Context: an optimization exercise on an open-source flow, tuned for small area and a short achievable clock period. The choices shown serve that exercise and are no tape-out recipe. Where RTL was checked, it was by simulation tests only, not by an equivalence proof against the original. Only the layout flow was run in run 1; the RTL was not checked for function there. Power figures rest on the tool's default switching activity, not on a simulated workload.

==> flow/design.v (outline; a module is shown in full before it is edited, if it fits) <==
// module DSP48A1_simplified: 1120 lines
// module dsp_fa: 4 lines
// module dsp_ha: 4 lines
module DSP48A1_simplified (P, A, B, D, C, clk, rst_n);
  // ...
==> flow/run.sh <==
#!/bin/bash
# synth_recipe.tcl (not shown) runs the flow's synth.tcl, then flattens the netlist and writes it again
# the make line also repeats each setting of config.mk as NAME=value (left out here)
make -C /OpenROAD-flow-scripts/flow DESIGN_CONFIG=/design/flow/config.mk WORK_HOME=/design/flow/orfs CLKGATE_MAP_FILE= SYNTH_SCRIPT=/design/flow/synth_recipe.tcl finish
==> flow/config.mk <==
export PLATFORM = sky130hd
export DESIGN_NAME = DSP48A1_simplified
export DESIGN_NICKNAME = DSP48A1_simplified
export VERILOG_FILES = /design/flow/design.v
export SDC_FILE = /design/flow/constraint.sdc
export NUM_CORES = 4
export LEC_CHECK = 0
export CAP_MARGIN = 20
export CORE_MARGIN = 2
export CORE_UTILIZATION = 40
export SETUP_SLACK_MARGIN = 3.5
export SLEW_MARGIN = 20
export SYNTH_HIERARCHICAL = 1
==> flow/constraint.sdc <==
create_clock -name core_clock -period 6.5 [get_ports {clk}]
set_input_delay 1.3000 -clock core_clock [delete_from_list [all_inputs] [get_ports {clk}]]
set_output_delay 1.3000 -clock core_clock [all_outputs]
set_load 0.01 [all_outputs]
==> impl_metrics.env, run 1 <==
export IMPL_status="complete, no violations"
export IMPL_r2r_start="R0_2"
export IMPL_skew_ns=0.0177
export IMPL_h_tree_depth=1
export IMPL_syn_num_nets=2086
export IMPL_crit_end="P[32]"
export IMPL_top_regs="P: 48 flops, S: 19 flops, A_r: 18 flops"
export IMPL_yosys_top_cells_count="dfxtp_1 (235), xnor2_1 (202), fa_1 (175)"
export IMPL_synth_edf_count=0
export IMPL_fin_area_um2=21400
export IMPL_max_freq_mhz=313
export IMPL_ir_worst_vdd_v=0.000322
export IMPL_clock_area_frac=0.0429
export IMPL_dr_wl_met2_um=21700
export IMPL_ys_seq_area_frac=0.276
export IMPL_seqCellArea_um2=4810
export IMPL_buf_share=0.113
export IMPL_synth_async_reset_ratio=0
export IMPL_synth_area_leader_cell="dfxtp_1"
export IMPL_avgViaCountPerCell=5.50
export IMPL_grt_pass1_vias=13423
export IMPL_port_buffers=151
export IMPL_post_place_ws_ns=2.15
export IMPL_drt_iter0_drc=956
export IMPL_worstPathRequired_ns=6.99
export IMPL_globalplace_congestion=0.874
export IMPL_worstHoldPathCells=1
export IMPL_slew_headroom=0.287
export IMPL_hold_end="B2[0]"
export IMPL_p_comb_frac=0.658
export IMPL_wl_um=48400
export IMPL_busiest_layer="met2"
export IMPL_ios=152
export IMPL_fin_util=0.508
export IMPL_post_cts_buffers=39
export IMPL_hold_violations=0
export IMPL_top_power_group="combinational cells"
export IMPL_setup_violations=0
==> run 2, diff against run 1 <==
--- a/flow/design.v
+++ b/flow/design.v
@@ -1111,17 +1111,690 @@
   dsp_fa u_fs401 (.a(R0_31), .b(R1_31), .c(R2_31), .s(fs401), .co(fc402));
   dsp_fa u_fs403 (.a(R0_32), .b(R1_32), .c(R2_32), .s(fs403), .co(fc404));
   dsp_fa u_fs405 (.a(R0_33), .b(R1_33), .c(R2_33), .s(fs405), .co(fc406));
   dsp_fa u_fs407 (.a(R0_34), .b(R1_34), .c(R2_34), .s(fs407), .co(fc408));
   dsp_fa u_fs409 (.a(R0_35), .b(R1_35), .c(R2_35), .s(fs409), .co(fc410));
   dsp_fa u_fs411 (.a(R0_36), .b(R1_36), .c(R2_36), .s(fs411), .co(fc412));
   wire [47:0] xa = {R0_47, R0_46, R0_45, R0_44, R0_43, R0_42, R0_41, R0_40, R0_39, R0_38, R0_37, fs411, fs409, fs407, fs405, fs403, fs401, fs399, fs397, fs395, fs393, fs391, fs389, fs387, fs385, fs383, fs381, fs379, fs377, fs375, fs373, fs371, fs369, fs367, fs365, fs363, fs361, fs359, fs357, fs355, fs353, fs351, fs349, fs347, fs345, fs343, fs341, R2_0};
   wire [47:0] xb = {1'b0, 1'b0, 1'b0, 1'b0, 1'b0, 1'b0, 1'b0, 1'b0, 1'b0, 1'b0, fc412, fc410, fc408, fc406, fc404, fc402, fc400, fc398, fc396, fc394, fc392, fc390, fc388, fc386, fc384, fc382, fc380, fc378, fc376, fc374, fc372, fc370, fc368, fc366, fc364, fc362, fc360, fc358, fc356, fc354, fc352, fc350, fc348, fc346, fc344, fc342, fc340, fs339};
-  always @(posedge clk) P <= rst_n ? xa + xb : 48'd0;
+  wire kg0_0 = xa[0] & xb[0];
+  wire kp0_0 = xa[0] ^ xb[0];
+  wire kg0_1 = xa[1] & xb[1];
+  wire kp0_1 = xa[1] ^ xb[1];
+  wire kg0_2 = xa[2] & xb[2];
+  wire kp0_2 = xa[2] ^ xb[2];
+  wire kg0_3 = xa[3] & xb[3];
+  wire kp0_3 = xa[3] ^ xb[3];
+  wire kg0_4 = xa[4] & xb[4];
+  wire kp0_4 = xa[4] ^ xb[4];
+  wire kg0_5 = xa[5] & xb[5];
+  wire kp0_5 = xa[5] ^ xb[5];
+  wire kg0_6 = xa[6] & xb[6];
+  wire kp0_6 = xa[6] ^ xb[6];
+  wire kg0_7 = xa[7] & xb[7];
+  wire kp0_7 = xa[7] ^ xb[7];
+  wire kg0_8 = xa[8] & xb[8];
+  wire kp0_8 = xa[8] ^ xb[8];
+  wire kg0_9 = xa[9] & xb[9];
+  wire kp0_9 = xa[9] ^ xb[9];
+  wire kg0_10 = xa[10] & xb[10];
+  wire kp0_10 = xa[10] ^ xb[10];
+  wire kg0_11 = xa[11] & xb[11];
+  wire kp0_11 = xa[11] ^ xb[11];
+  wire kg0_12 = xa[12] & xb[12];
+  wire kp0_12 = xa[12] ^ xb[12];
+  wire kg0_13 = xa[13] & xb[13];
+  wire kp0_13 = xa[13] ^ xb[13];
+  wire kg0_14 = xa[14] & xb[14];
+  wire kp0_14 = xa[14] ^ xb[14];
+  wire kg0_15 = xa[15] & xb[15];
+  wire kp0_15 = xa[15] ^ xb[15];
+  wire kg0_16 = xa[16] & xb[16];
+  wire kp0_16 = xa[16] ^ xb[16];
+  wire kg0_17 = xa[17] & xb[17];
+  wire kp0_17 = xa[17] ^ xb[17];
+  wire kg0_18 = xa[18] & xb[18];
+  wire kp0_18 = xa[18] ^ xb[18];
+  wire kg0_19 = xa[19] & xb[19];
+  wire kp0_19 = xa[19] ^ xb[19];
+  wire kg0_20 = xa[20] & xb[20];
+  wire kp0_20 = xa[20] ^ xb[20];
+  wire kg0_21 = xa[21] & xb[21];
+  wire kp0_21 = xa[21] ^ xb[21];
+  wire kg0_22 = xa[22] & xb[22];
+  wire kp0_22 = xa[22] ^ xb[22];
+  wire kg0_23 = xa[23] & xb[23];
+  wire kp0_23 = xa[23] ^ xb[23];
+  wire kg0_24 = xa[24] & xb[24];
+  wire kp0_24 = xa[24] ^ xb[24];
+  wire kg0_25 = xa[25] & xb[25];
+  wire kp0_25 = xa[25] ^ xb[25];
+  wire kg0_26 = xa[26] & xb[26];
+  wire kp0_26 = xa[26] ^ xb[26];
+  wire kg0_27 = xa[27] & xb[27];
+  wire kp0_27 = xa[27] ^ xb[27];
+  wire kg0_28 = xa[28] & xb[28];
+  wire kp0_28 = xa[28] ^ xb[28];
+  wire kg0_29 = xa[29] & xb[29];
+  wire kp0_29 = xa[29] ^ xb[29];
+  wire kg0_30 = xa[30] & xb[30];
+  wire kp0_30 = xa[30] ^ xb[30];
+  wire kg0_31 = xa[31] & xb[31];
+  wire kp0_31 = xa[31] ^ xb[31];
+  wire kg0_32 = xa[32] & xb[32];
+  wire kp0_32 = xa[32] ^ xb[32];
+  wire kg0_33 = xa[33] & xb[33];
+  wire kp0_33 = xa[33] ^ xb[33];
+  wire kg0_34 = xa[34] & xb[34];
+  wire kp0_34 = xa[34] ^ xb[34];
+  wire kg0_35 = xa[35] & xb[35];
+  wire kp0_35 = xa[35] ^ xb[35];
+  wire kg0_36 = xa[36] & xb[36];
+  wire kp0_36 = xa[36] ^ xb[36];
+  wire kg0_37 = xa[37] & xb[37];
+  wire kp0_37 = xa[37] ^ xb[37];
+  wire kg0_38 = xa[38] & xb[38];
+  wire kp0_38 = xa[38] ^ xb[38];
+  wire kg0_39 = xa[39] & xb[39];
+  wire kp0_39 = xa[39] ^ xb[39];
+  wire kg0_40 = xa[40] & xb[40];
+  wire kp0_40 = xa[40] ^ xb[40];
+  wire kg0_41 = xa[41] & xb[41];
+  wire kp0_41 = xa[41] ^ xb[41];
+  wire kg0_42 = xa[42] & xb[42];
+  wire kp0_42 = xa[42] ^ xb[42];
+  wire kg0_43 = xa[43] & xb[43];
+  wire kp0_43 = xa[43] ^ xb[43];
+  wire kg0_44 = xa[44] & xb[44];
+  wire kp0_44 = xa[44] ^ xb[44];
+  wire kg0_45 = xa[45] & xb[45];
+  wire kp0_45 = xa[45] ^ xb[45];
+  wire kg0_46 = xa[46] & xb[46];
+  wire kp0_46 = xa[46] ^ xb[46];
+  wire kg0_47 = xa[47] & xb[47];
+  wire kp0_47 = xa[47] ^ xb[47];
+  wire kg1_0 = kg0_0;
+  wire kp1_0 = kp0_0;
+  wire kg1_1 = kg0_1 | (kp0_1 & kg0_0);
+  wire kp1_1 = kp0_1 & kp0_0;
+  wire kg1_2 = kg0_2;
+  wire kp1_2 = kp0_2;
+  wire kg1_3 = kg0_3 | (kp0_3 & kg0_2);
+  wire kp1_3 = kp0_3 & kp0_2;
+  wire kg1_4 = kg0_4;
+  wire kp1_4 = kp0_4;
+  wire kg1_5 = kg0_5 | (kp0_5 & kg0_4);
+  wire kp1_5 = kp0_5 & kp0_4;
+  wire kg1_6 = kg0_6;
+  wire kp1_6 = kp0_6;
+  wire kg1_7 = kg0_7 | (kp0_7 & kg0_6);
+  wire kp1_7 = kp0_7 & kp0_6;
+  wire kg1_8 = kg0_8;
+  wire kp1_8 = kp0_8;
+  wire kg1_9 = kg0_9 | (kp0_9 & kg0_8);
+  wire kp1_9 = kp0_9 & kp0_8;
+  wire kg1_10 = kg0_10;
+  wire kp1_10 = kp0_10;
+  wire kg1_11 = kg0_11 | (kp0_11 & kg0_10);
+  wire kp1_11 = kp0_11 & kp0_10;
+  wire kg1_12 = kg0_12;
+  wire kp1_12 = kp0_12;
+  wire kg1_13 = kg0_13 | (kp0_13 & kg0_12);
+  wire kp1_13 = kp0_13 & kp0_12;
+  wire kg1_14 = kg0_14;
+  wire kp1_14 = kp0_14;
+  wire kg1_15 = kg0_15 | (kp0_15 & kg0_14);
+  wire kp1_15 = kp0_15 & kp0_14;
+  wire kg1_16 = kg0_16;
+  wire kp1_16 = kp0_16;
+  wire kg1_17 = kg0_17 | (kp0_17 & kg0_16);
+  wire kp1_17 = kp0_17 & kp0_16;
+  wire kg1_18 = kg0_18;
+  wire kp1_18 = kp0_18;
+  wire kg1_19 = kg0_19 | (kp0_19 & kg0_18);
+  wire kp1_19 = kp0_19 & kp0_18;
+  wire kg1_20 = kg0_20;
+  wire kp1_20 = kp0_20;
+  wire kg1_21 = kg0_21 | (kp0_21 & kg0_20);
+  wire kp1_21 = kp0_21 & kp0_20;
+  wire kg1_22 = kg0_22;
+  wire kp1_22 = kp0_22;
+  wire kg1_23 = kg0_23 | (kp0_23 & kg0_22);
+  wire kp1_23 = kp0_23 & kp0_22;
+  wire kg1_24 = kg0_24;
+  wire kp1_24 = kp0_24;
+  wire kg1_25 = kg0_25 | (kp0_25 & kg0_24);
+  wire kp1_25 = kp0_25 & kp0_24;
+  wire kg1_26 = kg0_26;
+  wire kp1_26 = kp0_26;
+  wire kg1_27 = kg0_27 | (kp0_27 & kg0_26);
+  wire kp1_27 = kp0_27 & kp0_26;
+  wire kg1_28 = kg0_28;
+  wire kp1_28 = kp0_28;
+  wire kg1_29 = kg0_29 | (kp0_29 & kg0_28);
+  wire kp1_29 = kp0_29 & kp0_28;
+  wire kg1_30 = kg0_30;
+  wire kp1_30 = kp0_30;
+  wire kg1_31 = kg0_31 | (kp0_31 & kg0_30);
+  wire kp1_31 = kp0_31 & kp0_30;
+  wire kg1_32 = kg0_32;
+  wire kp1_32 = kp0_32;
+  wire kg1_33 = kg0_33 | (kp0_33 & kg0_32);
+  wire kp1_33 = kp0_33 & kp0_32;
+  wire kg1_34 = kg0_34;
+  wire kp1_34 = kp0_34;
+  wire kg1_35 = kg0_35 | (kp0_35 & kg0_34);
+  wire kp1_35 = kp0_35 & kp0_34;
+  wire kg1_36 = kg0_36;
+  wire kp1_36 = kp0_36;
+  wire kg1_37 = kg0_37 | (kp0_37 & kg0_36);
+  wire kp1_37 = kp0_37 & kp0_36;
+  wire kg1_38 = kg0_38;
+  wire kp1_38 = kp0_38;
+  wire kg1_39 = kg0_39 | (kp0_39 & kg0_38);
+  wire kp1_39 = kp0_39 & kp0_38;
+  wire kg1_40 = kg0_40;
+  wire kp1_40 = kp0_40;
+  wire kg1_41 = kg0_41 | (kp0_41 & kg0_40);
+  wire kp1_41 = kp0_41 & kp0_40;
+  wire kg1_42 = kg0_42;
+  wire kp1_42 = kp0_42;
+  wire kg1_43 = kg0_43 | (kp0_43 & kg0_42);
+  wire kp1_43 = kp0_43 & kp0_42;
+  wire kg1_44 = kg0_44;
+  wire kp1_44 = kp0_44;
+  wire kg1_45 = kg0_45 | (kp0_45 & kg0_44);
+  wire kp1_45 = kp0_45 & kp0_44;
+  wire kg1_46 = kg0_46;
+  wire kp1_46 = kp0_46;
+  wire kg1_47 = kg0_47 | (kp0_47 & kg0_46);
+  wire kp1_47 = kp0_47 & kp0_46;
+  wire kg2_0 = kg1_0;
+  wire kp2_0 = kp1_0;
+  wire kg2_1 = kg1_1;
+  wire kp2_1 = kp1_1;
+  wire kg2_2 = kg1_2 | (kp1_2 & kg1_1);
+  wire kp2_2 = kp1_2 & kp1_1;
+  wire kg2_3 = kg1_3 | (kp1_3 & kg1_1);
+  wire kp2_3 = kp1_3 & kp1_1;
+  wire kg2_4 = kg1_4;
+  wire kp2_4 = kp1_4;
+  wire kg2_5 = kg1_5;
+  wire kp2_5 = kp1_5;
+  wire kg2_6 = kg1_6 | (kp1_6 & kg1_5);
+  wire kp2_6 = kp1_6 & kp1_5;
+  wire kg2_7 = kg1_7 | (kp1_7 & kg1_5);
+  wire kp2_7 = kp1_7 & kp1_5;
+  wire kg2_8 = kg1_8;
+  wire kp2_8 = kp1_8;
+  wire kg2_9 = kg1_9;
+  wire kp2_9 = kp1_9;
+  wire kg2_10 = kg1_10 | (kp1_10 & kg1_9);
+  wire kp2_10 = kp1_10 & kp1_9;
+  wire kg2_11 = kg1_11 | (kp1_11 & kg1_9);
+  wire kp2_11 = kp1_11 & kp1_9;
+  wire kg2_12 = kg1_12;
+  wire kp2_12 = kp1_12;
+  wire kg2_13 = kg1_13;
+  wire kp2_13 = kp1_13;
+  wire kg2_14 = kg1_14 | (kp1_14 & kg1_13);
+  wire kp2_14 = kp1_14 & kp1_13;
+  wire kg2_15 = kg1_15 | (kp1_15 & kg1_13);
+  wire kp2_15 = kp1_15 & kp1_13;
+  wire kg2_16 = kg1_16;
+  wire kp2_16 = kp1_16;
+  wire kg2_17 = kg1_17;
+  wire kp2_17 = kp1_17;
+  wire kg2_18 = kg1_18 | (kp1_18 & kg1_17);
+  wire kp2_18 = kp1_18 & kp1_17;
+  wire kg2_19 = kg1_19 | (kp1_19 & kg1_17);
+  wire kp2_19 = kp1_19 & kp1_17;
+  wire kg2_20 = kg1_20;
+  wire kp2_20 = kp1_20;
+  wire kg2_21 = kg1_21;
+  wire kp2_21 = kp1_21;
+  wire kg2_22 = kg1_22 | (kp1_22 & kg1_21);
+  wire kp2_22 = kp1_22 & kp1_21;
+  wire kg2_23 = kg1_23 | (kp1_23 & kg1_21);
+  wire kp2_23 = kp1_23 & kp1_21;
+  wire kg2_24 = kg1_24;
+  wire kp2_24 = kp1_24;
+  wire kg2_25 = kg1_25;
+  wire kp2_25 = kp1_25;
+  wire kg2_26 = kg1_26 | (kp1_26 & kg1_25);
+  wire kp2_26 = kp1_26 & kp1_25;
+  wire kg2_27 = kg1_27 | (kp1_27 & kg1_25);
+  wire kp2_27 = kp1_27 & kp1_25;
+  wire kg2_28 = kg1_28;
+  wire kp2_28 = kp1_28;
+  wire kg2_29 = kg1_29;
+  wire kp2_29 = kp1_29;
+  wire kg2_30 = kg1_30 | (kp1_30 & kg1_29);
+  wire kp2_30 = kp1_30 & kp1_29;
+  wire kg2_31 = kg1_31 | (kp1_31 & kg1_29);
+  wire kp2_31 = kp1_31 & kp1_29;
+  wire kg2_32 = kg1_32;
+  wire kp2_32 = kp1_32;
+  wire kg2_33 = kg1_33;
+  wire kp2_33 = kp1_33;
+  wire kg2_34 = kg1_34 | (kp1_34 & kg1_33);
+  wire kp2_34 = kp1_34 & kp1_33;
+  wire kg2_35 = kg1_35 | (kp1_35 & kg1_33);
+  wire kp2_35 = kp1_35 & kp1_33;
+  wire kg2_36 = kg1_36;
+  wire kp2_36 = kp1_36;
+  wire kg2_37 = kg1_37;
+  wire kp2_37 = kp1_37;
+  wire kg2_38 = kg1_38 | (kp1_38 & kg1_37);
+  wire kp2_38 = kp1_38 & kp1_37;
+  wire kg2_39 = kg1_39 | (kp1_39 & kg1_37);
+  wire kp2_39 = kp1_39 & kp1_37;
+  wire kg2_40 = kg1_40;
+  wire kp2_40 = kp1_40;
+  wire kg2_41 = kg1_41;
+  wire kp2_41 = kp1_41;
+  wire kg2_42 = kg1_42 | (kp1_42 & kg1_41);
+  wire kp2_42 = kp1_42 & kp1_41;
+  wire kg2_43 = kg1_43 | (kp1_43 & kg1_41);
+  wire kp2_43 = kp1_43 & kp1_41;
+  wire kg2_44 = kg1_44;
+  wire kp2_44 = kp1_44;
+  wire kg2_45 = kg1_45;
+  wire kp2_45 = kp1_45;
+  wire kg2_46 = kg1_46 | (kp1_46 & kg1_45);
+  wire kp2_46 = kp1_46 & kp1_45;
+  wire kg2_47 = kg1_47 | (kp1_47 & kg1_45);
+  wire kp2_47 = kp1_47 & kp1_45;
+  wire kg3_0 = kg2_0;
+  wire kp3_0 = kp2_0;
+  wire kg3_1 = kg2_1;
+  wire kp3_1 = kp2_1;
+  wire kg3_2 = kg2_2;
+  wire kp3_2 = kp2_2;
+  wire kg3_3 = kg2_3;
+  wire kp3_3 = kp2_3;
+  wire kg3_4 = kg2_4 | (kp2_4 & kg2_3);
+  wire kp3_4 = kp2_4 & kp2_3;
+  wire kg3_5 = kg2_5 | (kp2_5 & kg2_3);
+  wire kp3_5 = kp2_5 & kp2_3;
+  wire kg3_6 = kg2_6 | (kp2_6 & kg2_3);
+  wire kp3_6 = kp2_6 & kp2_3;
+  wire kg3_7 = kg2_7 | (kp2_7 & kg2_3);
+  wire kp3_7 = kp2_7 & kp2_3;
+  wire kg3_8 = kg2_8;
+  wire kp3_8 = kp2_8;
+  wire kg3_9 = kg2_9;
+  wire kp3_9 = kp2_9;
+  wire kg3_10 = kg2_10;
+  wire kp3_10 = kp2_10;
+  wire kg3_11 = kg2_11;
+  wire kp3_11 = kp2_11;
+  wire kg3_12 = kg2_12 | (kp2_12 & kg2_11);
+  wire kp3_12 = kp2_12 & kp2_11;
+  wire kg3_13 = kg2_13 | (kp2_13 & kg2_11);
+  wire kp3_13 = kp2_13 & kp2_11;
+  wire kg3_14 = kg2_14 | (kp2_14 & kg2_11);
+  wire kp3_14 = kp2_14 & kp2_11;
+  wire kg3_15 = kg2_15 | (kp2_15 & kg2_11);
+  wire kp3_15 = kp2_15 & kp2_11;
+  wire kg3_16 = kg2_16;
+  wire kp3_16 = kp2_16;
+  wire kg3_17 = kg2_17;
+  wire kp3_17 = kp2_17;
+  wire kg3_18 = kg2_18;
+  wire kp3_18 = kp2_18;
+  wire kg3_19 = kg2_19;
+  wire kp3_19 = kp2_19;
+  wire kg3_20 = kg2_20 | (kp2_20 & kg2_19);
+  wire kp3_20 = kp2_20 & kp2_19;
+  wire kg3_21 = kg2_21 | (kp2_21 & kg2_19);
+  wire kp3_21 = kp2_21 & kp2_19;
+  wire kg3_22 = kg2_22 | (kp2_22 & kg2_19);
+  wire kp3_22 = kp2_22 & kp2_19;
+  wire kg3_23 = kg2_23 | (kp2_23 & kg2_19);
+  wire kp3_23 = kp2_23 & kp2_19;
+  wire kg3_24 = kg2_24;
+  wire kp3_24 = kp2_24;
+  wire kg3_25 = kg2_25;
+  wire kp3_25 = kp2_25;
+  wire kg3_26 = kg2_26;
+  wire kp3_26 = kp2_26;
+  wire kg3_27 = kg2_27;
+  wire kp3_27 = kp2_27;
+  wire kg3_28 = kg2_28 | (kp2_28 & kg2_27);
+  wire kp3_28 = kp2_28 & kp2_27;
+  wire kg3_29 = kg2_29 | (kp2_29 & kg2_27);
+  wire kp3_29 = kp2_29 & kp2_27;
+  wire kg3_30 = kg2_30 | (kp2_30 & kg2_27);
+  wire kp3_30 = kp2_30 & kp2_27;
+  wire kg3_31 = kg2_31 | (kp2_31 & kg2_27);
+  wire kp3_31 = kp2_31 & kp2_27;
+  wire kg3_32 = kg2_32;
+  wire kp3_32 = kp2_32;
+  wire kg3_33 = kg2_33;
+  wire kp3_33 = kp2_33;
+  wire kg3_34 = kg2_34;
+  wire kp3_34 = kp2_34;
+  wire kg3_35 = kg2_35;
+  wire kp3_35 = kp2_35;
+  wire kg3_36 = kg2_36 | (kp2_36 & kg2_35);
+  wire kp3_36 = kp2_36 & kp2_35;
+  wire kg3_37 = kg2_37 | (kp2_37 & kg2_35);
+  wire kp3_37 = kp2_37 & kp2_35;
+  wire kg3_38 = kg2_38 | (kp2_38 & kg2_35);
+  wire kp3_38 = kp2_38 & kp2_35;
+  wire kg3_39 = kg2_39 | (kp2_39 & kg2_35);
+  wire kp3_39 = kp2_39 & kp2_35;
+  wire kg3_40 = kg2_40;
+  wire kp3_40 = kp2_40;
+  wire kg3_41 = kg2_41;
+  wire kp3_41 = kp2_41;
+  wire kg3_42 = kg2_42;
+  wire kp3_42 = kp2_42;
+  wire kg3_43 = kg2_43;
+  wire kp3_43 = kp2_43;
+  wire kg3_44 = kg2_44 | (kp2_44 & kg2_43);
+  wire kp3_44 = kp2_44 & kp2_43;
+  wire kg3_45 = kg2_45 | (kp2_45 & kg2_43);
+  wire kp3_45 = kp2_45 & kp2_43;
+  wire kg3_46 = kg2_46 | (kp2_46 & kg2_43);
+  wire kp3_46 = kp2_46 & kp2_43;
+  wire kg3_47 = kg2_47 | (kp2_47 & kg2_43);
+  wire kp3_47 = kp2_47 & kp2_43;
+  wire kg4_0 = kg3_0;
+  wire kp4_0 = kp3_0;
+  wire kg4_1 = kg3_1;
+  wire kp4_1 = kp3_1;
+  wire kg4_2 = kg3_2;
+  wire kp4_2 = kp3_2;
+  wire kg4_3 = kg3_3;
+  wire kp4_3 = kp3_3;
+  wire kg4_4 = kg3_4;
+  wire kp4_4 = kp3_4;
+  wire kg4_5 = kg3_5;
+  wire kp4_5 = kp3_5;
+  wire kg4_6 = kg3_6;
+  wire kp4_6 = kp3_6;
+  wire kg4_7 = kg3_7;
+  wire kp4_7 = kp3_7;
+  wire kg4_8 = kg3_8 | (kp3_8 & kg3_7);
+  wire kp4_8 = kp3_8 & kp3_7;
+  wire kg4_9 = kg3_9 | (kp3_9 & kg3_7);
+  wire kp4_9 = kp3_9 & kp3_7;
+  wire kg4_10 = kg3_10 | (kp3_10 & kg3_7);
+  wire kp4_10 = kp3_10 & kp3_7;
+  wire kg4_11 = kg3_11 | (kp3_11 & kg3_7);
+  wire kp4_11 = kp3_11 & kp3_7;
+  wire kg4_12 = kg3_12 | (kp3_12 & kg3_7);
+  wire kp4_12 = kp3_12 & kp3_7;
+  wire kg4_13 = kg3_13 | (kp3_13 & kg3_7);
+  wire kp4_13 = kp3_13 & kp3_7;
+  wire kg4_14 = kg3_14 | (kp3_14 & kg3_7);
+  wire kp4_14 = kp3_14 & kp3_7;
+  wire kg4_15 = kg3_15 | (kp3_15 & kg3_7);
+  wire kp4_15 = kp3_15 & kp3_7;
+  wire kg4_16 = kg3_16;
+  wire kp4_16 = kp3_16;
+  wire kg4_17 = kg3_17;
+  wire kp4_17 = kp3_17;
+  wire kg4_18 = kg3_18;
+  wire kp4_18 = kp3_18;
+  wire kg4_19 = kg3_19;
+  wire kp4_19 = kp3_19;
+  wire kg4_20 = kg3_20;
+  wire kp4_20 = kp3_20;
+  wire kg4_21 = kg3_21;
+  wire kp4_21 = kp3_21;
+  wire kg4_22 = kg3_22;
+  wire kp4_22 = kp3_22;
+  wire kg4_23 = kg3_23;
+  wire kp4_23 = kp3_23;
+  wire kg4_24 = kg3_24 | (kp3_24 & kg3_23);
+  wire kp4_24 = kp3_24 & kp3_23;
+  wire kg4_25 = kg3_25 | (kp3_25 & kg3_23);
+  wire kp4_25 = kp3_25 & kp3_23;
+  wire kg4_26 = kg3_26 | (kp3_26 & kg3_23);
+  wire kp4_26 = kp3_26 & kp3_23;
+  wire kg4_27 = kg3_27 | (kp3_27 & kg3_23);
+  wire kp4_27 = kp3_27 & kp3_23;
+  wire kg4_28 = kg3_28 | (kp3_28 & kg3_23);
+  wire kp4_28 = kp3_28 & kp3_23;
+  wire kg4_29 = kg3_29 | (kp3_29 & kg3_23);
+  wire kp4_29 = kp3_29 & kp3_23;
+  wire kg4_30 = kg3_30 | (kp3_30 & kg3_23);
+  wire kp4_30 = kp3_30 & kp3_23;
+  wire kg4_31 = kg3_31 | (kp3_31 & kg3_23);
+  wire kp4_31 = kp3_31 & kp3_23;
+  wire kg4_32 = kg3_32;
+  wire kp4_32 = kp3_32;
+  wire kg4_33 = kg3_33;
+  wire kp4_33 = kp3_33;
+  wire kg4_34 = kg3_34;
+  wire kp4_34 = kp3_34;
+  wire kg4_35 = kg3_35;
+  wire kp4_35 = kp3_35;
+  wire kg4_36 = kg3_36;
+  wire kp4_36 = kp3_36;
+  wire kg4_37 = kg3_37;
+  wire kp4_37 = kp3_37;
+  wire kg4_38 = kg3_38;
+  wire kp4_38 = kp3_38;
+  wire kg4_39 = kg3_39;
+  wire kp4_39 = kp3_39;
+  wire kg4_40 = kg3_40 | (kp3_40 & kg3_39);
+  wire kp4_40 = kp3_40 & kp3_39;
+  wire kg4_41 = kg3_41 | (kp3_41 & kg3_39);
+  wire kp4_41 = kp3_41 & kp3_39;
+  wire kg4_42 = kg3_42 | (kp3_42 & kg3_39);
+  wire kp4_42 = kp3_42 & kp3_39;
+  wire kg4_43 = kg3_43 | (kp3_43 & kg3_39);
+  wire kp4_43 = kp3_43 & kp3_39;
+  wire kg4_44 = kg3_44 | (kp3_44 & kg3_39);
+  wire kp4_44 = kp3_44 & kp3_39;
+  wire kg4_45 = kg3_45 | (kp3_45 & kg3_39);
+  wire kp4_45 = kp3_45 & kp3_39;
+  wire kg4_46 = kg3_46 | (kp3_46 & kg3_39);
+  wire kp4_46 = kp3_46 & kp3_39;
+  wire kg4_47 = kg3_47 | (kp3_47 & kg3_39);
+  wire kp4_47 = kp3_47 & kp3_39;
+  wire kg5_0 = kg4_0;
+  wire kp5_0 = kp4_0;
+  wire kg5_1 = kg4_1;
+  wire kp5_1 = kp4_1;
+  wire kg5_2 = kg4_2;
+  wire kp5_2 = kp4_2;
+  wire kg5_3 = kg4_3;
+  wire kp5_3 = kp4_3;
+  wire kg5_4 = kg4_4;
+  wire kp5_4 = kp4_4;
+  wire kg5_5 = kg4_5;
+  wire kp5_5 = kp4_5;
+  wire kg5_6 = kg4_6;
+  wire kp5_6 = kp4_6;
+  wire kg5_7 = kg4_7;
+  wire kp5_7 = kp4_7;
+  wire kg5_8 = kg4_8;
+  wire kp5_8 = kp4_8;
+  wire kg5_9 = kg4_9;
+  wire kp5_9 = kp4_9;
+  wire kg5_10 = kg4_10;
+  wire kp5_10 = kp4_10;
+  wire kg5_11 = kg4_11;
+  wire kp5_11 = kp4_11;
+  wire kg5_12 = kg4_12;
+  wire kp5_12 = kp4_12;
+  wire kg5_13 = kg4_13;
+  wire kp5_13 = kp4_13;
+  wire kg5_14 = kg4_14;
+  wire kp5_14 = kp4_14;
+  wire kg5_15 = kg4_15;
+  wire kp5_15 = kp4_15;
+  wire kg5_16 = kg4_16 | (kp4_16 & kg4_15);
+  wire kp5_16 = kp4_16 & kp4_15;
+  wire kg5_17 = kg4_17 | (kp4_17 & kg4_15);
+  wire kp5_17 = kp4_17 & kp4_15;
+  wire kg5_18 = kg4_18 | (kp4_18 & kg4_15);
+  wire kp5_18 = kp4_18 & kp4_15;
+  wire kg5_19 = kg4_19 | (kp4_19 & kg4_15);
+  wire kp5_19 = kp4_19 & kp4_15;
+  wire kg5_20 = kg4_20 | (kp4_20 & kg4_15);
+  wire kp5_20 = kp4_20 & kp4_15;
+  wire kg5_21 = kg4_21 | (kp4_21 & kg4_15);
+  wire kp5_21 = kp4_21 & kp4_15;
+  wire kg5_22 = kg4_22 | (kp4_22 & kg4_15);
+  wire kp5_22 = kp4_22 & kp4_15;
+  wire kg5_23 = kg4_23 | (kp4_23 & kg4_15);
+  wire kp5_23 = kp4_23 & kp4_15;
+  wire kg5_24 = kg4_24 | (kp4_24 & kg4_15);
+  wire kp5_24 = kp4_24 & kp4_15;
+  wire kg5_25 = kg4_25 | (kp4_25 & kg4_15);
+  wire kp5_25 = kp4_25 & kp4_15;
+  wire kg5_26 = kg4_26 | (kp4_26 & kg4_15);
+  wire kp5_26 = kp4_26 & kp4_15;
+  wire kg5_27 = kg4_27 | (kp4_27 & kg4_15);
+  wire kp5_27 = kp4_27 & kp4_15;
+  wire kg5_28 = kg4_28 | (kp4_28 & kg4_15);
+  wire kp5_28 = kp4_28 & kp4_15;
+  wire kg5_29 = kg4_29 | (kp4_29 & kg4_15);
+  wire kp5_29 = kp4_29 & kp4_15;
+  wire kg5_30 = kg4_30 | (kp4_30 & kg4_15);
+  wire kp5_30 = kp4_30 & kp4_15;
+  wire kg5_31 = kg4_31 | (kp4_31 & kg4_15);
+  wire kp5_31 = kp4_31 & kp4_15;
+  wire kg5_32 = kg4_32;
+  wire kp5_32 = kp4_32;
+  wire kg5_33 = kg4_33;
+  wire kp5_33 = kp4_33;
+  wire kg5_34 = kg4_34;
+  wire kp5_34 = kp4_34;
+  wire kg5_35 = kg4_35;
+  wire kp5_35 = kp4_35;
+  wire kg5_36 = kg4_36;
+  wire kp5_36 = kp4_36;
+  wire kg5_37 = kg4_37;
+  wire kp5_37 = kp4_37;
+  wire kg5_38 = kg4_38;
+  wire kp5_38 = kp4_38;
+  wire kg5_39 = kg4_39;
+  wire kp5_39 = kp4_39;
+  wire kg5_40 = kg4_40;
+  wire kp5_40 = kp4_40;
+  wire kg5_41 = kg4_41;
+  wire kp5_41 = kp4_41;
+  wire kg5_42 = kg4_42;
+  wire kp5_42 = kp4_42;
+  wire kg5_43 = kg4_43;
+  wire kp5_43 = kp4_43;
+  wire kg5_44 = kg4_44;
+  wire kp5_44 = kp4_44;
+  wire kg5_45 = kg4_45;
+  wire kp5_45 = kp4_45;
+  wire kg5_46 = kg4_46;
+  wire kp5_46 = kp4_46;
+  wire kg5_47 = kg4_47;
+  wire kp5_47 = kp4_47;
+  wire kg6_0 = kg5_0;
+  wire kp6_0 = kp5_0;
+  wire kg6_1 = kg5_1;
+  wire kp6_1 = kp5_1;
+  wire kg6_2 = kg5_2;
+  wire kp6_2 = kp5_2;
+  wire kg6_3 = kg5_3;
+  wire kp6_3 = kp5_3;
+  wire kg6_4 = kg5_4;
+  wire kp6_4 = kp5_4;
+  wire kg6_5 = kg5_5;
+  wire kp6_5 = kp5_5;
+  wire kg6_6 = kg5_6;
+  wire kp6_6 = kp5_6;
+  wire kg6_7 = kg5_7;
+  wire kp6_7 = kp5_7;
+  wire kg6_8 = kg5_8;
+  wire kp6_8 = kp5_8;
+  wire kg6_9 = kg5_9;
+  wire kp6_9 = kp5_9;
+  wire kg6_10 = kg5_10;
+  wire kp6_10 = kp5_10;
+  wire kg6_11 = kg5_11;
+  wire kp6_11 = kp5_11;
+  wire kg6_12 = kg5_12;
+  wire kp6_12 = kp5_12;
+  wire kg6_13 = kg5_13;
+  wire kp6_13 = kp5_13;
+  wire kg6_14 = kg5_14;
+  wire kp6_14 = kp5_14;
+  wire kg6_15 = kg5_15;
+  wire kp6_15 = kp5_15;
+  wire kg6_16 = kg5_16;
+  wire kp6_16 = kp5_16;
+  wire kg6_17 = kg5_17;
+  wire kp6_17 = kp5_17;
+  wire kg6_18 = kg5_18;
+  wire kp6_18 = kp5_18;
+  wire kg6_19 = kg5_19;
+  wire kp6_19 = kp5_19;
+  wire kg6_20 = kg5_20;
+  wire kp6_20 = kp5_20;
+  wire kg6_21 = kg5_21;
+  wire kp6_21 = kp5_21;
+  wire kg6_22 = kg5_22;
+  wire kp6_22 = kp5_22;
+  wire kg6_23 = kg5_23;
+  wire kp6_23 = kp5_23;
+  wire kg6_24 = kg5_24;
+  wire kp6_24 = kp5_24;
+  wire kg6_25 = kg5_25;
+  wire kp6_25 = kp5_25;
+  wire kg6_26 = kg5_26;
+  wire kp6_26 = kp5_26;
+  wire kg6_27 = kg5_27;
+  wire kp6_27 = kp5_27;
+  wire kg6_28 = kg5_28;
+  wire kp6_28 = kp5_28;
+  wire kg6_29 = kg5_29;
+  wire kp6_29 = kp5_29;
+  wire kg6_30 = kg5_30;
+  wire kp6_30 = kp5_30;
+  wire kg6_31 = kg5_31;
+  wire kp6_31 = kp5_31;
+  wire kg6_32 = kg5_32 | (kp5_32 & kg5_31);
+  wire kp6_32 = kp5_32 & kp5_31;
+  wire kg6_33 = kg5_33 | (kp5_33 & kg5_31);
+  wire kp6_33 = kp5_33 & kp5_31;
+  wire kg6_34 = kg5_34 | (kp5_34 & kg5_31);
+  wire kp6_34 = kp5_34 & kp5_31;
+  wire kg6_35 = kg5_35 | (kp5_35 & kg5_31);
+  wire kp6_35 = kp5_35 & kp5_31;
+  wire kg6_36 = kg5_36 | (kp5_36 & kg5_31);
+  wire kp6_36 = kp5_36 & kp5_31;
+  wire kg6_37 = kg5_37 | (kp5_37 & kg5_31);
+  wire kp6_37 = kp5_37 & kp5_31;
+  wire kg6_38 = kg5_38 | (kp5_38 & kg5_31);
+  wire kp6_38 = kp5_38 & kp5_31;
+  wire kg6_39 = kg5_39 | (kp5_39 & kg5_31);
+  wire kp6_39 = kp5_39 & kp5_31;
+  wire kg6_40 = kg5_40 | (kp5_40 & kg5_31);
+  wire kp6_40 = kp5_40 & kp5_31;
+  wire kg6_41 = kg5_41 | (kp5_41 & kg5_31);
+  wire kp6_41 = kp5_41 & kp5_31;
+  wire kg6_42 = kg5_42 | (kp5_42 & kg5_31);
+  wire kp6_42 = kp5_42 & kp5_31;
+  wire kg6_43 = kg5_43 | (kp5_43 & kg5_31);
+  wire kp6_43 = kp5_43 & kp5_31;
+  wire kg6_44 = kg5_44 | (kp5_44 & kg5_31);
+  wire kp6_44 = kp5_44 & kp5_31;
+  wire kg6_45 = kg5_45 | (kp5_45 & kg5_31);
+  wire kp6_45 = kp5_45 & kp5_31;
+  wire kg6_46 = kg5_46 | (kp5_46 & kg5_31);
+  wire kp6_46 = kp5_46 & kp5_31;
+  wire kg6_47 = kg5_47 | (kp5_47 & kg5_31);
+  wire kp6_47 = kp5_47 & kp5_31;
+  wire [47:0] sum = {kp0_47, kp0_46, kp0_45, kp0_44, kp0_43, kp0_42, kp0_41, kp0_40, kp0_39, kp0_38, kp0_37, kp0_36, kp0_35, kp0_34, kp0_33, kp0_32, kp0_31, kp0_30, kp0_29, kp0_28, kp0_27, kp0_26, kp0_25, kp0_24, kp0_23, kp0_22, kp0_21, kp0_20, kp0_19, kp0_18, kp0_17, kp0_16, kp0_15, kp0_14, kp0_13, kp0_12, kp0_11, kp0_10, kp0_9, kp0_8, kp0_7, kp0_6, kp0_5, kp0_4, kp0_3, kp0_2, kp0_1, kp0_0} ^ {kg6_46, kg6_45, kg6_44, kg6_43, kg6_42, kg6_41, kg6_40, kg6_39, kg6_38, kg6_37, kg6_36, kg6_35, kg6_34, kg6_33, kg6_32, kg6_31, kg6_30, kg6_29, kg6_28, kg6_27, kg6_26, kg6_25, kg6_24, kg6_23, kg6_22, kg6_21, kg6_20, kg6_19, kg6_18, kg6_17, kg6_16, kg6_15, kg6_14, kg6_13, kg6_12, kg6_11, kg6_10, kg6_9, kg6_8, kg6_7, kg6_6, kg6_5, kg6_4, kg6_3, kg6_2, kg6_1, kg6_0, 1'b0};
+  always @(posedge clk) P <= rst_n ? sum : 48'd0;
 endmodule
 module dsp_fa (input a, input b, input c, output s, output co);
   assign s = a ^ b ^ c;
   assign co = (a & b) | (a & c) | (b & c);
 endmodule
 module dsp_ha (input a, input b, output s, output co);
   assign s = a ^ b;
   assign co = a & b;
==> run 2 against run 1 <==
Net effect: routed wire length is 9.8% lower; still clean; clock power hardly changed; critical path type unchanged; sequential power hardly changed; critical endpoint is now P[41]; register-to-register slack hardly changed; sequential share of layout area is 0.95 points higher; final cell count is 7.1% lower; largest cell class unchanged; via count is 11% lower; count of clock-buffer cells in the layout is 5 higher.
==> impl_metrics.env, run 2 <==
export IMPL_synth_async_reset_ratio=0
export IMPL_largest_reg_flops=48
export IMPL_dpl_hpwl_um=29400
export IMPL_ys_types=60
export IMPL_synth_xor_area_share=0.121
export IMPL_cts_sinks=235
export IMPL_diodes=0
export IMPL_cts_root_buf="clkbuf_16"
export IMPL_synth_cells=1532
export IMPL_p_leak_nw=8.18
export IMPL_vias=11840
export IMPL_slowest_delay_ns=0.55
export IMPL_cts_buffers=27
export IMPL_final_nets=2075
export IMPL_grt_ovfl_total=0
export IMPL_die_area_um2=41900
export IMPL_postRouteAntennaNets=0
export IMPL_netSwitchingPower_w=0.00403
export IMPL_avgRoutedWirePerCell_um=19.5
export IMPL_rsz0062_at_grt="yes"
export IMPL_port_buffers=151
export IMPL_top_regs="P: 48 flops, S: 19 flops, A_r: 18 flops"
export IMPL_worstPathRequired_ns=6.98
export IMPL_p_int_w=0.00597
export IMPL_seqPwrFrac=0.219
export IMPL_power_density_nw_per_um2=488
export IMPL_synth_adder_area_share=0.298
export IMPL_fin_crit_sh=0.493
export IMPL_avgViaCountPerCell=5.29
export IMPL_clk_pin_slew_ns=0.06
export IMPL_synth_seq_cells=235
export IMPL_final_cells=2238
export IMPL_p_comb_frac=0.627
export IMPL_fp_row_count=73
export IMPL_synth_most_common_cell="dfxtp_1"
export IMPL_start_util=0.405
export IMPL_post_dp_cell_area_um2=18100
export IMPL_yosys_top_cells_count="dfxtp_1 (235), xnor2_1 (204), fa_1 (180)"
export IMPL_first_pass_iters=6
export IMPL_globalplace_congestion=0.881
export IMPL_cp_max_fo=9
export IMPL_ys_seq_area_frac=0.292
export IMPL_final_cell_mix="dfxtp_1 (200), xnor2_1 (195), fa_1 (155)"
export IMPL_slew_headroom=0.400
export IMPL_maxCapViolations=0
export IMPL_synth_compound_area_share=0.134
export IMPL_ff2ff_setup_slack_ns=3.29
export IMPL_coreArea_um2=39700
export IMPL_synth_area_leader_cell="dfxtp_1"
export IMPL_cts_tree="built"
export IMPL_ir_worst_vdd_v=0.000257
export IMPL_final_layout_size_suffix_gt1_frac=0.199
export IMPL_max_clock_path_buffers=3
export IMPL_hold_end="B2[0]"
export IMPL_drc=0
export IMPL_whs_ns=0.401
export IMPL_syn_num_nets=1912
export IMPL_fin_util=0.516
export IMPL_drt_iter0_drc=675
export IMPL_ios=152
export IMPL_synth_top_family_by_area="adder cells"
export IMPL_worstHoldPathCells=1
export IMPL_wl_um=43700
export IMPL_tns_ns=0
export IMPL_cp_arrival_ns=3.68
export IMPL_skew_ns=0.0103
export IMPL_clock_latency_ns=0.54
export IMPL_yosys_area_top_type_share=0.292
export IMPL_grt_pass1_wl_um=68300
export IMPL_fin_area_um2=20500
export IMPL_syn_avg_cell_area_um2=10.5
export IMPL_holdCritPathClass="register to register"
export IMPL_antenna_found_initial=1
export IMPL_max_freq_mhz=312
export IMPL_worst_pin_slew_ns=0.898
export IMPL_switching_share=0.403
export IMPL_grt_pass1_vias=12248
export IMPL_yosys_warnings=7
export IMPL_cp_end_kind="register"
export IMPL_r2r_end="P[41]"
export IMPL_synth_edf_count=0
export IMPL_start_kind="register"
export IMPL_layout_commonest_cell="dfxtp_1"
export IMPL_slew_viol_final=0
export IMPL_die_w_um=205
export IMPL_synth_top_cells_by_area="dfxtp_1 (29%), fa_1 (22%), xnor2_1 (11%), ha_1 (7.5%), a22oi_1 (7.2%)"
export IMPL_status="complete, no violations"
export IMPL_hold_violations=0
export IMPL_r2r_cells=12
export IMPL_synth_area_um2=16100
export IMPL_period_needed_ns=3.21
export IMPL_grt_use_total=0.209
export IMPL_dp_cells=2114
export IMPL_yosys_most_used_dff="dfxtp_1"
export IMPL_path_class="register to register"
export IMPL_largest_register="P"
export IMPL_h_tree_depth=1
export IMPL_synth_simple_gate_area_frac=0.0921
export IMPL_hp_start="S[0]"
export IMPL_syn_to_final_growth_pct=27.2
export IMPL_slowest_stage="fa_1"
export IMPL_die_h_um=205
export IMPL_path_cells="fa_1, ha_4, nand3_1, a21boi_4, nor4_4, buf_4, a211oi_4, o211ai_1, a21bo_2, buf_6, or3_4, a21oi_2"
export IMPL_muxShareOfSynthArea=0.0228
export IMPL_grt_max_degree=75
export IMPL_power_frac_clock=0.154
export IMPL_setup_violations=0
export IMPL_r2r_start="R0_14"
run 2: cell types whose count changed in the layout (fill, tap and decap cells not counted), sizes merged, moves of 9 or more:
cell and delta:
nand3 -11, a21o -12, nand2 -25, o21ai -9
a21oi -11, nor2 -20, nand4 -11
run 2: worst max-delay path by stage:
stage,startpoint,slack [ns],end,cells after the start
4_1_cts,R2_4,3.26,P[41],11
6_report,R0_14,3.29,P[41],12
3_3_place_gp,C[17],2.48,R1_18,6
5_1_grt,R0_4,3.19,P[41],11
2_1_floorplan,C[23],3.10,R1_23,5
3_5_place_dp,C[16],2.48,R1_16,6
run 2: area by class of cell:
type | instances | area, um2
repair buffers | 250 | 2480
clock inverters | 11 | 148
multi-input cells | 1126 | 11400
flip-flops and latches | 235 | 4810
well taps | 525 | 657
clock buffers | 36 | 759
inverters | 55 | 206
fillers | 3577 | 19200
run 2: timing repair:
action	CTS	global route
gates cloned	4	1
pin swaps	90	66
setup endpoints to repair	86	61
resized for setup	204	62
hold buffers	0	0
buffers inserted	48	24
run 2: logic make-up after synthesis:
logic type               Yosys count
buffers and inverters            171
AO/OA/AOI/OAI                    298
flip-flops                       235
XOR/XNOR                         223
multiplexers                      33
adder cells (fa/ha/maj)          276
AND/OR/NAND/NOR                  296
run 2: power groups by stage:
stage               logic (W)  registers (W)  clock network (W)
finish                0.00627        0.00219            0.00154
global route          0.00706        0.00223            0.00165
floorplan             0.00416        0.00211                  0
CTS                   0.00610        0.00219            0.00158
global placement      0.00542        0.00224                  0
detailed placement    0.00559        0.00226                  0
run 2: metal layers:
layer	vias up	wire [um]	GRT usage
met5	-	12	0
met1	5762	19300	0.282
met2	496	19800	0.339
met4	2	1240	0.0670
met3	86	3380	0.0375
li1	5494	-	-
run 2: per-module statistics from Yosys, one instance, submodules excluded:
module	flip-flops and latches	cells
DSP48A1_simplified	235	1334
dsp_ha	0	1
dsp_fa	0	1
run 2: metrics by stage:
stage	setup slack, ns	power [W]
2_1_floorplan	3.10	0.00627
3_3_place_gp	2.48	0.00767
3_5_place_dp	2.48	0.00784
4_1_cts	3.26	0.00987
5_1_grt	3.19	0.0109
6_report	3.29	0.0100
run 2: critical path: cells and delay by family (launching register included):
family	cells	cell delay [ns]
compound gates	5	1.10
fa+ha+maj	2	0.90
simple gates	3	0.53
flops	1	0.32
buf+inv	2	0.30
==> run 3, diff against run 2 <==
--- a/flow/config.mk
+++ b/flow/config.mk
@@ -8,6 +8,7 @@
 export CAP_MARGIN = 20
 export CORE_MARGIN = 2
 export CORE_UTILIZATION = 40
+export CTS_BUF_LIST = sky130_fd_sc_hd__clkbuf_4 sky130_fd_sc_hd__clkbuf_8
 export SETUP_SLACK_MARGIN = 3.5
 export SLEW_MARGIN = 20
 export SYNTH_HIERARCHICAL = 1
==> run 3 against run 2 <==
Net effect: cell area fell by 0.27%; still clean; fmax fell by 0.28%; die area did not move; critical path type unchanged; critical path depth fell by 1; critical endpoint is now P[43]; combinational power barely moved; largest cell class unchanged; global-route usage rose by 0.23 points; non-clock buffer count fell by 1; power fell by 0.95%; count of clock-buffer cells in the layout rose by 24; worst setup slack got worse by 0.0090 ns; register-to-register slack barely moved.
==> impl_metrics.env, run 3 <==
export IMPL_slowest_delay_ns=0.52
export IMPL_grt_pass1_wl_um=68700
export IMPL_wl_um=43800
export IMPL_top_regs="P: 48 flops, S: 19 flops, A_r: 18 flops"
export IMPL_globalplace_congestion=0.881
export IMPL_first_pass_iters=5
export IMPL_p_leak_nw=8.20
export IMPL_worstPathRequired_ns=6.99
export IMPL_critPathBufInv=1
export IMPL_hold_violations=0
export IMPL_post_place_ws_ns=2.48
export IMPL_cts_sinks=235
export IMPL_grt_use_total=0.211
export IMPL_syn_to_final_growth_pct=26.9
export IMPL_startpoint="R0_11"
export IMPL_start_kind="register"
export IMPL_synth_most_common_cell="dfxtp_1"
export IMPL_h_tree_depth=2
export IMPL_diodes=0
export IMPL_drt_iter0_drc=702
export IMPL_worst_pin_slew_ns=0.910
export IMPL_slowest_stage="fa_1"
export IMPL_yosys_most_used_dff="dfxtp_1"
export IMPL_yosys_area_top_type_share=0.292
export IMPL_synth_area_um2=16100
export IMPL_clock_latency_ns=0.57
export IMPL_final_cell_mix="dfxtp_1 (203), xnor2_1 (194), fa_1 (152)"
export IMPL_ys_seq_area_frac=0.292
export IMPL_synth_top_cells_by_area="dfxtp_1 (29%), fa_1 (22%), xnor2_1 (11%), ha_1 (7.5%), a22oi_1 (7.2%)"
export IMPL_cp_arrival_ns=3.70
export IMPL_syn_avg_cell_area_um2=10.5
export IMPL_maxCapViolations=0
export IMPL_cp_max_fo=9
export IMPL_ir_worst_vdd_v=0.000190
export IMPL_ys_types=60
export IMPL_period_needed_ns=3.21
export IMPL_die_area_um2=41900
export IMPL_vias=11952
export IMPL_dpl_hpwl_um=29400
export IMPL_slew_viol_final=0
export IMPL_holdCritPathClass="register to register"
export IMPL_max_clock_path_buffers=3
export IMPL_die_w_um=205
export IMPL_cp_end_kind="register"
export IMPL_final_nets=2089
export IMPL_synth_seq_cells=235
export IMPL_hp_start="S[0]"
export IMPL_fp_row_count=73
export IMPL_synth_cells=1532
export IMPL_crit_family="compound AO/OA/AOI/OAI gates"
export IMPL_synth_async_reset_ratio=0
export IMPL_r2r_start="R0_11"
export IMPL_largest_reg_flops=48
export IMPL_tns_ns=0
export IMPL_start_util=0.405
export IMPL_avgRoutedWirePerCell_um=19.3
export IMPL_postRouteAntennaNets=0
export IMPL_yosys_warnings=7
export IMPL_fin_crit_sh=0.495
export IMPL_ios=152
export IMPL_final_layout_size_suffix_gt1_frac=0.209
export IMPL_antenna_found_initial=1
export IMPL_grt_max_degree=75
export IMPL_status="complete, no violations"
export IMPL_port_buffers=151
export IMPL_grt_ovfl_total=0
export IMPL_skew_ns=0.0220
export IMPL_die_h_um=205
export IMPL_max_freq_mhz=311
export IMPL_slew_headroom=0.393
export IMPL_setup_violations=0
export IMPL_avgViaCountPerCell=5.28
export IMPL_synth_edf_count=0
export IMPL_path_class="register to register"
export IMPL_layout_commonest_cell="dfxtp_1"
export IMPL_coreArea_um2=39700
export IMPL_synth_area_leader_cell="dfxtp_1"
export IMPL_rsz0062_at_grt="yes"
export IMPL_cts_tree="built"
export IMPL_syn_num_nets=1912
export IMPL_fin_ws_ns=3.29
export IMPL_largest_register="P"
export IMPL_cts_buffers=42
export IMPL_power_density_nw_per_um2=484
export IMPL_cts_root_buf="clkbuf_8"
export IMPL_path_cells="fa_1, ha_4, nand2_2, a2111oi_4, a21oi_4, a211oi_4, o211ai_1, a21bo_2, buf_6, or3_1, a21oi_1"
export IMPL_drc=0
export IMPL_clk_pin_slew_ns=0.06
export IMPL_yosys_top_cells_count="dfxtp_1 (235), xnor2_1 (204), fa_1 (180)"
export IMPL_grt_pass1_vias=12413
-- run 3: cell counts after synthesis --
Identical to the previous run, type by type.
-- run 3: through the flow --
stage / power (W) / util / area, um2 / std cells / hold WS [ns]
final: 0.00990 / 0.514 / 20400 / 2262 / 0.401
after global routing: 0.0108 / 0.514 / 20400 / 2262 / 0.442
after detailed placement: 0.00784 / 0.455 / 18100 / 2114 / 0.410
after global placement: 0.00767 / 0.455 / 18100 / 2114 / 0.398
after CTS: 0.00976 / 0.503 / 20000 / 2240 / 0.409
after floorplan: 0.00627 / - / 16200 / 1532 / 0.384
-- run 3: power by group --
group          switching, W  internal, W
clock              0.000615     0.000843
sequential         0.000290      0.00189
combinational       0.00313      0.00314
total               0.00403      0.00587
-- run 3: cell type report --
type / count / area [um2]
clock buffers: 60 / 769
inverters: 55 / 206
repair buffers: 249 / 2460
clock inverters: 12 / 120
well taps: 525 / 657
flip-flops and latches: 235 / 4800
multi-input cells: 1126 / 11400
fillers: 3579 / 19300
-- run 3: timing repair --
item / in CTS / in global routing
resized for setup: 196 / 60
cloned: 4 / 0
setup buffers: 50 / 22
pin swaps: 88 / 52
hold buffers: 0 / 0
setup endpoints to repair: 85 / 59
endpoints found under the hold margin: 0 / 0
-- run 3: layer usage --
layer  vias up  wire length [um]  global-route usage
met5         -                12                   0
met3       106              3510              0.0485
met1      5826             18900               0.277
li1       5522                 -                   -
met4         2              1440              0.0779
met2       496             19900               0.339
-- run 3: path summary, 6_finish.rpt --
kind	cells after the start	slack (ns)	end
worst max-delay path	11	3.29	P[43]
worst min register to register	1	0.40	B2[0]
worst max register to register	11	3.29	P[43]
worst min-delay path	1	0.40	B2[0]
-- run 3: worst register-to-register path, delay by kind of cell, from the launching register on --
kind	cells	cell delay, ns
compound gates	6	1.43
fa+ha+maj	2	0.87
simple gates	2	0.40
flops	1	0.31
buf+inv	1	0.13
-- run 3: logic make-up (layout without fill, tap and decap cells) --
family / count (synthesis) / after routing / synth area share
buffers and inverters: 171 / 376 / 0.0399
adder cells (fa/ha/maj): 276 / 276 / 0.298
XOR/XNOR: 223 / 223 / 0.121
AO/OA/AOI/OAI: 298 / 298 / 0.134
flip-flops: 235 / 235 / 0.292
multiplexers: 33 / 33 / 0.0228
AND/OR/NAND/NOR: 296 / 296 / 0.0921
-- run 3: modules after synthesis, one instance, submodules excluded --
module / area (um2) / copies in the design / flip-flops and latches
dsp_ha: 12.5 / 25 / 0
dsp_fa: 20.0 / 173 / 0
DSP48A1_simplified: 12300 / 1 / 235
==> run 4, diff against run 3 <==
--- a/flow/config.mk
+++ b/flow/config.mk
@@ -7,8 +7,8 @@
 export LEC_CHECK = 0
 export CAP_MARGIN = 20
 export CORE_MARGIN = 2
-export CORE_UTILIZATION = 40
-export CTS_BUF_LIST = sky130_fd_sc_hd__clkbuf_4 sky130_fd_sc_hd__clkbuf_8
+export CORE_UTILIZATION = 70
+export PLACE_DENSITY = 0.8
 export SETUP_SLACK_MARGIN = 3.5
 export SLEW_MARGIN = 20
 export SYNTH_HIERARCHICAL = 1
==> run 4 against run 3 <==
Net effect: still clean; sequential share of layout area increased by 0.088 points; core utilization increased by 39 points; fmax decreased by 5.3%; combinational power increased by 9.7%; critical path type unchanged; largest cell class unchanged.
==> impl_metrics.env, run 4 <==
export IMPL_syn_num_nets=1912
export IMPL_ios=152
export IMPL_setup_violations=0
export IMPL_r2r_start="R1_17"
export IMPL_worstPathRequired_ns=6.95
export IMPL_start_util=0.712
export IMPL_largest_reg_flops=48
export IMPL_avgViaCountPerCell=6.62
export IMPL_ir_worst_vdd_v=0.000322
export IMPL_worstHoldPathCells=1
export IMPL_port_buffers=151
export IMPL_hold_end="B2[0]"
export IMPL_p_leak_nw=8.26
export IMPL_wl_um=50400
export IMPL_tns_ns=0
export IMPL_synth_cells=1532
export IMPL_final_layout_size_suffix_gt1_frac=0.224
export IMPL_fp_row_count=55
export IMPL_cts_root_buf="clkbuf_16"
export IMPL_dpl_hpwl_um=27000
export IMPL_r2r_cells=11
export IMPL_synth_edf_count=0
export IMPL_synth_top_cells_by_area="dfxtp_1 (29%), fa_1 (22%), xnor2_1 (11%), ha_1 (7.5%), a22oi_1 (7.2%)"
export IMPL_fin_ws_ns=3.10
export IMPL_power_density_nw_per_um2=522
export IMPL_cts_buffers=26
export IMPL_avgRoutedWirePerCell_um=25.1
export IMPL_yosys_top_cells_count="dfxtp_1 (235), xnor2_1 (204), fa_1 (180)"
export IMPL_status="complete, no violations"
export IMPL_fill_cells=913
export IMPL_r2r_end="P[41]"
export IMPL_clk_pin_slew_ns=0.06
export IMPL_syn_to_final_growth_pct=26.8
export IMPL_worst_pin_slew_ns=0.872
export IMPL_start_kind="register"
export IMPL_hp_start="S[0]"
export IMPL_synth_most_common_cell="dfxtp_1"
export IMPL_globalplace_congestion=0.924
export IMPL_h_tree_depth=1
export IMPL_max_clock_path_buffers=3
export IMPL_post_place_ws_ns=2.48
export IMPL_cp_arrival_ns=3.85
export IMPL_vias=13298
export IMPL_hold_violations=0
export IMPL_slew_headroom=0.418
export IMPL_synth_area_leader_cell="dfxtp_1"
export IMPL_yosys_warnings=7
export IMPL_final_cell_mix="dfxtp_1 (198), xnor2_1 (192), fa_1 (147)"
export IMPL_largest_register="P"
export IMPL_coreArea_um2=22600
export IMPL_synth_area_um2=16100
export IMPL_grt_pass1_wl_um=71000
export IMPL_synth_seq_cells=235
export IMPL_antenna_found_initial=0
export IMPL_yosys_most_used_dff="dfxtp_1"
export IMPL_grt_use_total=0.376
export IMPL_yosys_area_top_type_share=0.292
export IMPL_path_class="register to register"
export IMPL_layout_commonest_cell="dfxtp_1"
export IMPL_grt_max_degree=75
export IMPL_syn_avg_cell_area_um2=10.5
export IMPL_slew_viol_final=0
export IMPL_drc=0
export IMPL_fin_crit_sh=0.522
export IMPL_ys_seq_area_frac=0.292
export IMPL_rsz0062_at_grt="yes"
export IMPL_skew_ns=0.0191
export IMPL_grt_ovfl_total=0
export IMPL_cts_sinks=235
export IMPL_synth_async_reset_ratio=0
export IMPL_cp_end_kind="register"
export IMPL_max_freq_mhz=294
export IMPL_postRouteAntennaNets=0
export IMPL_top_regs="P: 48 flops, S: 19 flops, A_r: 18 flops"
export IMPL_drt_iter0_drc=1652
export IMPL_cts_tree="built"
export IMPL_ff2ff_setup_slack_ns=3.10
export IMPL_die_w_um=156
export IMPL_die_h_um=156
export IMPL_holdCritPathClass="register to register"
export IMPL_first_pass_iters=6
export IMPL_period_needed_ns=3.40
export IMPL_maxCapViolations=0
export IMPL_ys_types=60
export IMPL_diodes=0
export IMPL_die_area_um2=24200
export IMPL_clock_latency_ns=0.54
export IMPL_grt_pass1_vias=13425
export IMPL_final_nets=2084
export IMPL_cp_max_fo=8
-- run 4: cell counts after synthesis --
Identical to the previous run, type by type.
-- run 4: repair_timing --
action,CTS,global route
cloned,0,1
pin swaps,99,94
endpoints found under the hold margin,0,0
resized for setup,222,110
setup buffers,51,43
hold buffers,0,0
setup endpoints to repair,86,70
-- run 4: final cells by class --
type / count / area, um2 / area share
inverters: 55 / 210 / 0.0103
flip-flops and latches: 235 / 4820 / 0.236
repair buffers: 260 / 2540 / 0.125
well taps: 285 / 357 / 0.0175
clock buffers: 34 / 752 / 0.0368
clock inverters: 13 / 154 / 0.00754
multi-input cells: 1126 / 11600 / 0.568
-- run 4: worst max-delay path, cell delays in order, from the launching register on --
cell and delay [ns]:
dfxtp_1 0.38, fa_1 0.47, ha_1 0.38, a21oi_1 0.17
a21oi_1 0.27, o21ai_1 0.20, a211oi_2 0.33, o211ai_1 0.17
a21bo_2 0.27, buf_6 0.14, or3_4 0.36, a21oi_4 0.17
-- run 4: cell families after synthesis --
logic type | synth area share
AND/OR/NAND/NOR | 0.0921
adder cells (fa/ha/maj) | 0.298
AO/OA/AOI/OAI | 0.134
multiplexers | 0.0228
buffers and inverters | 0.0399
XOR/XNOR | 0.121
flip-flops | 0.292
-- run 4: routing by layer --
layer	global-route usage	share of wire
met1	0.468	0.35
met2	0.635	0.48
met3	0.0903	0.11
met4	0.152	0.053
met5	0	0
-- run 4: power by group --
part / internal, W / leakage (nW) / switching [W] / total [W]
Combinational: 0.00339 / 5.83 / 0.00349 / 0.00688
Sequential: 0.00189 / 1.98 / 0.000332 / 0.00222
Clock: 0.000934 / 0.452 / 0.000624 / 0.00156
-- run 4: how the worst max path moves through the flow --
stage | start | end | slack [ns] | depth (start not counted)
after floorplan | C[23] | R1_23 | 3.10 | 5
after global placement | C[20] | R1_20 | 2.56 | 6
after detailed placement | C[23] | R1_23 | 2.48 | 6
after CTS | R1_5 | P[41] | 3.28 | 11
after global routing | R1_17 | P[33] | 3.04 | 11
final | R1_17 | P[41] | 3.10 | 11
-- run 4: stage by stage --
| stage | hold slack (ns) | util | total power (W) | instances | cell area [um2] |
|---|---|---|---|---|---|
| 5_1_grt | 0.441 | 0.902 | 0.0114 | 2008 | 20400 |
| 6_report | 0.411 | 0.902 | 0.0107 | 2008 | 20400 |
| 2_1_floorplan | 0.384 | - | 0.00627 | 1532 | 16200 |
| 4_1_cts | 0.401 | 0.866 | 0.00993 | 1964 | 19600 |
| 3_3_place_gp | 0.398 | 0.783 | 0.00743 | 1866 | 17700 |
| 3_5_place_dp | 0.401 | 0.783 | 0.00776 | 1866 | 17700 |
-- run 4: modules after synthesis (local to each module, per instance) --
| module | flip-flops and latches | times used | cells | area, um2 |
|---|---|---|---|---|
| DSP48A1_simplified | 235 | 1 | 1334 | 12300 |
| dsp_fa | 0 | 173 | 1 | 20.0 |
| dsp_ha | 0 | 25 | 1 | 12.5 |
==> run 5, diff against run 4 <==
--- a/flow/config.mk
+++ b/flow/config.mk
@@ -7,8 +7,8 @@
 export LEC_CHECK = 0
 export CAP_MARGIN = 20
 export CORE_MARGIN = 2
-export CORE_UTILIZATION = 70
-export PLACE_DENSITY = 0.8
+export CORE_UTILIZATION = 60
+export PLACE_DENSITY = 0.7
 export SETUP_SLACK_MARGIN = 3.5
 export SLEW_MARGIN = 20
 export SYNTH_HIERARCHICAL = 1
==> run 5 against run 4 <==
Net effect: still clean on timing, DRC and antenna; final cell count up 3.5%; clock power hardly changed; routed wire length fell by 13%; via count is 7.4% lower; die area up 16%; first-iteration DRC count down 32%; clock skew grew 0.0028 ns; critical path type unchanged; critical endpoint is now P[42]; largest power group unchanged.
==> impl_metrics.env, run 5 <==
export IMPL_fin_ws_ns=3.35
export IMPL_path_class="register to register"
export IMPL_grt_pass1_vias=12640
export IMPL_grt_pass1_wl_um=67500
export IMPL_tns_ns=0
export IMPL_cts_tree="built"
export IMPL_avgViaCountPerCell=5.92
export IMPL_postRouteAntennaNets=0
export IMPL_hold_violations=0
export IMPL_drt_iter0_drc=1121
export IMPL_r2r_start="R0_14"
export IMPL_largest_register="P"
export IMPL_start_kind="register"
export IMPL_ys_seq_area_frac=0.292
export IMPL_worstHoldPathCells=1
export IMPL_die_area_um2=28200
export IMPL_p_leak_nw=8.50
export IMPL_rsz0062_at_grt="yes"
export IMPL_dp_cells=1929
export IMPL_coreArea_um2=26200
export IMPL_wl_um=43600
export IMPL_fill_cells=1660
export IMPL_whs_ns=0.402
export IMPL_die_h_um=168
export IMPL_switching_share=0.398
export IMPL_synth_async_reset_ratio=0
export IMPL_status="complete, no violations"
export IMPL_clock_latency_ns=0.54
export IMPL_power_frac_clock=0.147
export IMPL_synth_adder_area_share=0.298
export IMPL_synth_cells=1532
export IMPL_globalplace_congestion=0.865
export IMPL_ff2ff_setup_slack_ns=3.35
export IMPL_fin_crit_sh=0.484
run 5: changes by cell type in the layout (fill, tap and decap cells not counted), moves of 7 or more:
cell,delta
buf_4,+7
xnor2_1,-9
dfxtp_2,+8
dfxtp_4,-7
xnor2_2,+9
run 5: timing repair:
| action | CTS | global route |
|---|---|---|
| cloned | 7 | 3 |
| hold endpoints to repair | 0 | 0 |
| setup buffers | 42 | 50 |
| resized for setup | 213 | 134 |
| pin swaps | 96 | 101 |
| setup endpoints to repair | 83 | 60 |
| hold buffers | 0 | 0 |
run 5: layout make-up:
cell class              count  area [um2]  share of cell area
repair buffers            280        2940               0.140
clock buffers              33         748              0.0357
well taps                 335         419              0.0200
multi-input cells        1126       11700               0.558
flip-flops and latches    235        4800               0.229
clock inverters            15         158             0.00752
inverters                  55         206             0.00984
run 5: per-stage QoR:
step | util | total power, W
6_report | 0.800 | 0.0104
5_1_grt | 0.800 | 0.0113
4_1_cts | 0.761 | 0.00987
3_5_place_dp | 0.683 | 0.00772
3_3_place_gp | 0.683 | 0.00755
2_1_floorplan | - | 0.00627
run 5: logic make-up after synthesis:
kind of cell | after synthesis
AO/OA/AOI/OAI | 298
XOR/XNOR | 223
adder cells (fa/ha/maj) | 276
multiplexers | 33
AND/OR/NAND/NOR | 296
flip-flops | 235
buffers and inverters | 171
run 5: Yosys stat by module, one instance, submodules excluded:
| module | cells inside | copies in the design | flip-flops and latches | area, um2 |
|---|---|---|---|---|
| dsp_fa | 1 | 173 | 0 | 20.0 |
| DSP48A1_simplified | 1334 | 1 | 235 | 12300 |
| dsp_ha | 1 | 25 | 0 | 12.5 |
run 5: critical path, cell delays in order, from the launching register on:
cell      delay (ns)
dfxtp_1         0.31
fa_1            0.51
ha_4            0.35
nand3_1         0.11
a21boi_2        0.29
nor4_4          0.08
buf_4           0.17
a211oi_4        0.27
o211ai_1        0.16
a21bo_2         0.26
buf_6           0.14
or3_1           0.31
a21oi_1         0.12
run 5: routing by layer:
metal	wire (um)	vias up	part of all wire	GRT usage
met5	0	-	0	0
met2	20200	678	0.46	0.493
met4	1160	0	0.027	0.0839
met1	18100	5968	0.41	0.412
li1	-	5553	-	-
met3	4210	112	0.096	0.0668
run 5: worst max-delay path by stage:
stage / start / endpoint / slack (ns) / depth (start not counted)
5_1_grt: A_r[10] / R1_18 / 3.28 / 8
2_1_floorplan: C[23] / R1_23 / 3.10 / 5
3_5_place_dp: C[16] / R1_16 / 2.46 / 6
3_3_place_gp: C[16] / R1_16 / 2.51 / 6
6_report: R0_14 / P[42] / 3.35 / 12
4_1_cts: D[0] / S[12] / 3.35 / 12
run 5: power by group through the flow:
stage / clock [W] / sequential, W / combinational (W)
after floorplan: 0 / 0.00211 / 0.00416
after global placement: 0 / 0.00222 / 0.00533
after detailed placement: 0 / 0.00223 / 0.00549
after CTS: 0.00156 / 0.00219 / 0.00612
after global routing: 0.00163 / 0.00224 / 0.00749
final: 0.00154 / 0.00219 / 0.00669

Setup slack of run 5, layout unchanged: 3.351 ns with ideal ports, 3.351 ns with driving cells assumed (clock clkbuf_16, inputs buf_2), 2.798 ns with port delays also shifted by the 0.580 ns mid clock arrival.
